Context: an optimization exercise on an open-source flow, tuned for small area and a short achievable clock period. The choices shown serve that exercise and are no tape-out recipe. Function was checked by simulation only, so behaviour that the tests miss may differ from the original.

Setup of beta:
## component
module component (
    input  wire         clk,
    input  wire         rst,
    input  wire [31:0]  fifo1_data_in,
    input  wire [31:0]  fifo2_data_in,
    input  wire [31:0]  fifo3_data_in,
    input  wire         fifo1_write_en,
    input  wire         fifo2_write_en,
    input  wire         fifo3_write_en,
    input  wire         fifo1_read_en,
    input  wire         fifo2_read_en,
    input  wire         fifo3_read_en,
    output wire [31:0]  result_out,
    output wire         fifo1_empty,
    output wire         fifo2_empty,
    output wire         fifo3_empty,
    output wire         fifo1_full,
    output wire         fifo2_full,
    output wire         fifo3_full
);
    wire [31:0] fifo1_next;
    wire [31:0] fifo2_next;
    wire [31:0] fifo3_next;
    fifo #(.DATA_WIDTH(32)) fifo1_inst (
        .clk(clk), .rst(rst),
        .wr_en(fifo1_write_en), .re_en(fifo1_read_en),
        .data_in(fifo1_data_in), .next_head(fifo1_next),
        .empty(fifo1_empty), .full(fifo1_full)
    );
    fifo #(.DATA_WIDTH(32)) fifo2_inst (
        .clk(clk), .rst(rst),
        .wr_en(fifo2_write_en), .re_en(fifo2_read_en),
        .data_in(fifo2_data_in), .next_head(fifo2_next),
        .empty(fifo2_empty), .full(fifo2_full)
    );
  ...
Settings: LEC_CHECK=0, CAP_MARGIN=20, CORE_MARGIN=2, CORE_UTILIZATION=45, PLACE_DENSITY=0.6, SLEW_MARGIN=20; clock period 13.0 ns.
standard.sh (not shown) runs the stock make flow with config.mk's settings and CLKGATE_MAP_FILE= SYNTH_SCRIPT=/design/flow/synth_recipe.tcl, a recipe that flattens the netlist after the stock synthesis.
==> flow/flow/run.sh <==
#!/bin/bash
set -euo pipefail
MARGIN=${MARGIN:-6.2}
bash standard.sh \
  SETUP_SLACK_MARGIN=$MARGIN \
  "CTS_ARGS=-sink_clustering_enable -repair_clock_nets -dont_use_dummy_load -buf_list sky130_fd_sc_hd__clkbuf_16 -sink_clustering_size 24 -sink_clustering_max_diameter 90" \
  "BUFFER_PORTS_ARGS=-buffer_cell sky130_fd_sc_hd__buf_2" \
  finish > make_finish.log 2>&1
Here is what was changed in the inputs of delta compared with beta.
-- flow/flow/run.sh --
<<< beta, line 1
#!/bin/bash
set -euo pipefail
MARGIN=${MARGIN:-6.2}
bash standard.sh \
  SETUP_SLACK_MARGIN=$MARGIN \
>>> delta, line 1
#!/bin/bash
set -euo pipefail
MARGIN=${MARGIN:-6.5}
bash standard.sh \
  SETUP_SLACK_MARGIN=$MARGIN \
- Between delta and beta, clock-buffer cell count is higher for beta, delta comes in under that.
- Between delta and beta, the final wirelength is lower for beta.
- delta vs beta, cell area went up by 3.5%.
- The flow did not stop early for beta: all stages ran, and the layout cleared the timing, design-rule and antenna checks.
- delta | status: complete | timing, DRC, antenna: pass
- Number of buffers other than clock buffers in the final layout on delta is up relative to beta.
- Per the comparison of delta with beta, first-pass iteration count of the detailed router now sits higher; number of tap cells added at floorplan closely matched the old numbers.

* * *

Another version of the RTL of component (not shown whole).
Size: about 5300 cells after synthesis, about 1800 flip-flops, ~140 I/O pins, ~0.077 mm² of cells after synthesis.
Settings: LEC_CHECK=0, CAP_MARGIN=20, CORE_MARGIN=2, CORE_UTILIZATION=72, PLACE_DENSITY=0.85, SLEW_MARGIN=20; clock period 13.0 ns.
==> flow/flow/run.sh <==
#!/bin/bash
set -euo pipefail
MARGIN=${MARGIN:-6.3}
bash standard.sh \
  SETUP_SLACK_MARGIN=$MARGIN \
  "CTS_ARGS=-sink_clustering_enable -repair_clock_nets -dont_use_dummy_load -buf_list sky130_fd_sc_hd__clkbuf_16 -sink_clustering_size 27 -sink_clustering_max_diameter 90" \
  "BUFFER_PORTS_ARGS=-buffer_cell sky130_fd_sc_hd__buf_2" \
  finish > make_finish.log 2>&1
The starting point finished clean.
Then changed:
- CORE_UTILIZATION: 72 -> 65
- PLACE_DENSITY: 0.85 -> 0.8
Outcome: Non-clock buffer count falls by 5; routed wire length falls slightly; setup slack improved by 0.0067 ns; critical path depth rises by 4; first-iteration DRC count falls by a little under a tenth.
Then changed:
- CORE_UTILIZATION: 65 -> 55
- PLACE_DENSITY: 0.8 -> 0.7
What happened: Synthesized cell count is unchanged. Non-clock buffer count rose by 11. Final area rose by about 0.6%. Hold slack degrades by 0.0046 ns.

* * *

Another version of the RTL of component (not shown whole).
Size: about 5600 cells after synthesis, ~1800 flip-flops, ~78000 sq um of cells after synthesis.
Design component, start of the top module:
module component (
    input  wire         clk,
    input  wire         rst,
    input  wire [31:0]  fifo1_data_in,
    input  wire [31:0]  fifo2_data_in,
    input  wire [31:0]  fifo3_data_in,
    input  wire         fifo1_write_en,
    input  wire         fifo2_write_en,
    input  wire         fifo3_write_en,
    input  wire         fifo1_read_en,
    input  wire         fifo2_read_en,
    input  wire         fifo3_read_en,
    output wire [31:0]  result_out,
    output wire         fifo1_empty,
    output wire         fifo2_empty,
    output wire         fifo3_empty,
    output wire         fifo1_full,
    output wire         fifo2_full,
    output wire         fifo3_full
);
    wire [31:0] fifo1_next;
    wire [31:0] fifo2_next;
    wire [31:0] fifo3_next;
    fifo #(.DATA_WIDTH(32)) fifo1_inst (
        .clk(clk), .rst(rst),
        .wr_en(fifo1_write_en), .re_en(fifo1_read_en),
        .data_in(fifo1_data_in), .next_head(fifo1_next),
        .empty(fifo1_empty), .full(fifo1_full)
    );
    fifo #(.DATA_WIDTH(32)) fifo2_inst (
        .clk(clk), .rst(rst),
        .wr_en(fifo2_write_en), .re_en(fifo2_read_en),
        .data_in(fifo2_data_in), .next_head(fifo2_next),
        .empty(fifo2_empty), .full(fifo2_full)
    );
    fifo #(.DATA_WIDTH(32)) fifo3_inst (
        .clk(clk), .rst(rst),
        .wr_en(fifo3_write_en), .re_en(fifo3_read_en),
        .data_in(fifo3_data_in), .next_head(fifo3_next),
        .empty(fifo3_empty), .full(fifo3_full)
    );
    localparam NB = 182;   
    wire [NB-1:0] rows_next;
    reg  [NB-1:0] rows;
    multiplier #(.NB(NB)) mult_inst (
        .a(fifo1_next), .b(fifo2_next), .c(fifo3_next),
        .rows(rows_next)
    );
    always @ (posedge clk)
        rows <= rows_next;
    adder #(.NB(NB)) adder_inst (
        .rows(rows),
        .sum(result_out)
    );
endmodule
clock: 13.0 ns
lec_check: 0
cap_margin: 20
core_margin: 2
core_utilization: 45
place_density: 0.6
setup_slack_margin: 5
slew_margin: 20
run.sh (not shown) runs the stock make flow with config.mk's settings and CLKGATE_MAP_FILE= SYNTH_SCRIPT=/design/flow/synth_recipe.tcl, a recipe that flattens the netlist after the stock synthesis.
Stock flow here: none of the scripts above is used.
The baseline completed without violations.
Change:
==> flow/flow/run.sh (new file) <==
#!/bin/bash
set -euo pipefail
MARGIN=${MARGIN:-6}
bash standard.sh \
  SETUP_SLACK_MARGIN=$MARGIN \
  "CTS_ARGS=-sink_clustering_enable -repair_clock_nets -dont_use_dummy_load -buf_list sky130_fd_sc_hd__clkbuf_8" \
  "BUFFER_PORTS_ARGS=-buffer_cell sky130_fd_sc_hd__buf_2" \
  finish > make_finish.log 2>&1
==> flow/standard.sh (new file) <==
#!/bin/bash
# synth_recipe.tcl (not shown) runs the flow's synth.tcl, then flattens the netlist and writes it again
# the make line also repeats each setting of config.mk as NAME=value (left out here)
make -C /OpenROAD-flow-scripts/flow DESIGN_CONFIG=/design/flow/config.mk WORK_HOME=/design/flow/orfs CLKGATE_MAP_FILE= SYNTH_SCRIPT=/design/flow/synth_recipe.tcl "${@:-finish}"
SETUP_SLACK_MARGIN = default   (was 5)
removed: flow/run.sh
Count of clock-buffer cells in the layout climbs by 66.
Cell area drops by a few percent.
Core utilization drops by 1.1 points.
Die area does not change.

-- port drivers added, routing unchanged --
In the flow no input, the clock included, has a driving cell. The finished layouts below were timed again as built, in two steps. Step 1: set_driving_cell puts a clkbuf_16 on clk and a buf_2 on each other input, an assumption about the parent block. Step 2 times the ports against the registers' clock, not the clock port: input delays grow and output delays shrink by t, the midpoint of the rising clock arrivals with the driver on. a / b / c = no drivers / after step 1 / after step 2; a / b = the first two.
run | t, ns | setup slack, ns | worst setup path after step 2 | clock arrival spread, ns | slew at the worst register clock pin (ns)
beta | 0.778 | 6.273 / 6.265 / 5.522 | input to register | 0.103 / 0.104 | 0.10 / 0.10
delta | 0.811 | 6.453 / 6.475 / 5.664 | input to register | 0.132 / 0.132 | 0.10 / 0.10
the first run of note 2 | 0.754 | 6.210 / 6.131 / 5.635 | input to register | 0.106 / 0.107 | 0.11 / 0.11
the second run of note 2 | 0.746 | 6.216 / 6.137 / 5.752 | input to register | 0.075 / 0.075 | 0.11 / 0.11
the third run of note 2 | 0.770 | 6.177 / 6.101 / 5.665 | input to register | 0.108 / 0.109 | 0.10 / 0.10
the first run of note 3 | 0.908 | 5.049 / 4.960 / 4.573 | input to register | 0.064 / 0.064 | 0.07 / 0.07
the second run of note 3 | 1.063 | 4.989 / 4.908 / 5.218 | input to register | 0.124 / 0.123 | 0.06 / 0.06
After both steps every run listed still meets setup and hold. For delta, which loses most, drivers alone change the setup slack by +0.022 ns; drivers and shift together by -0.789 ns.
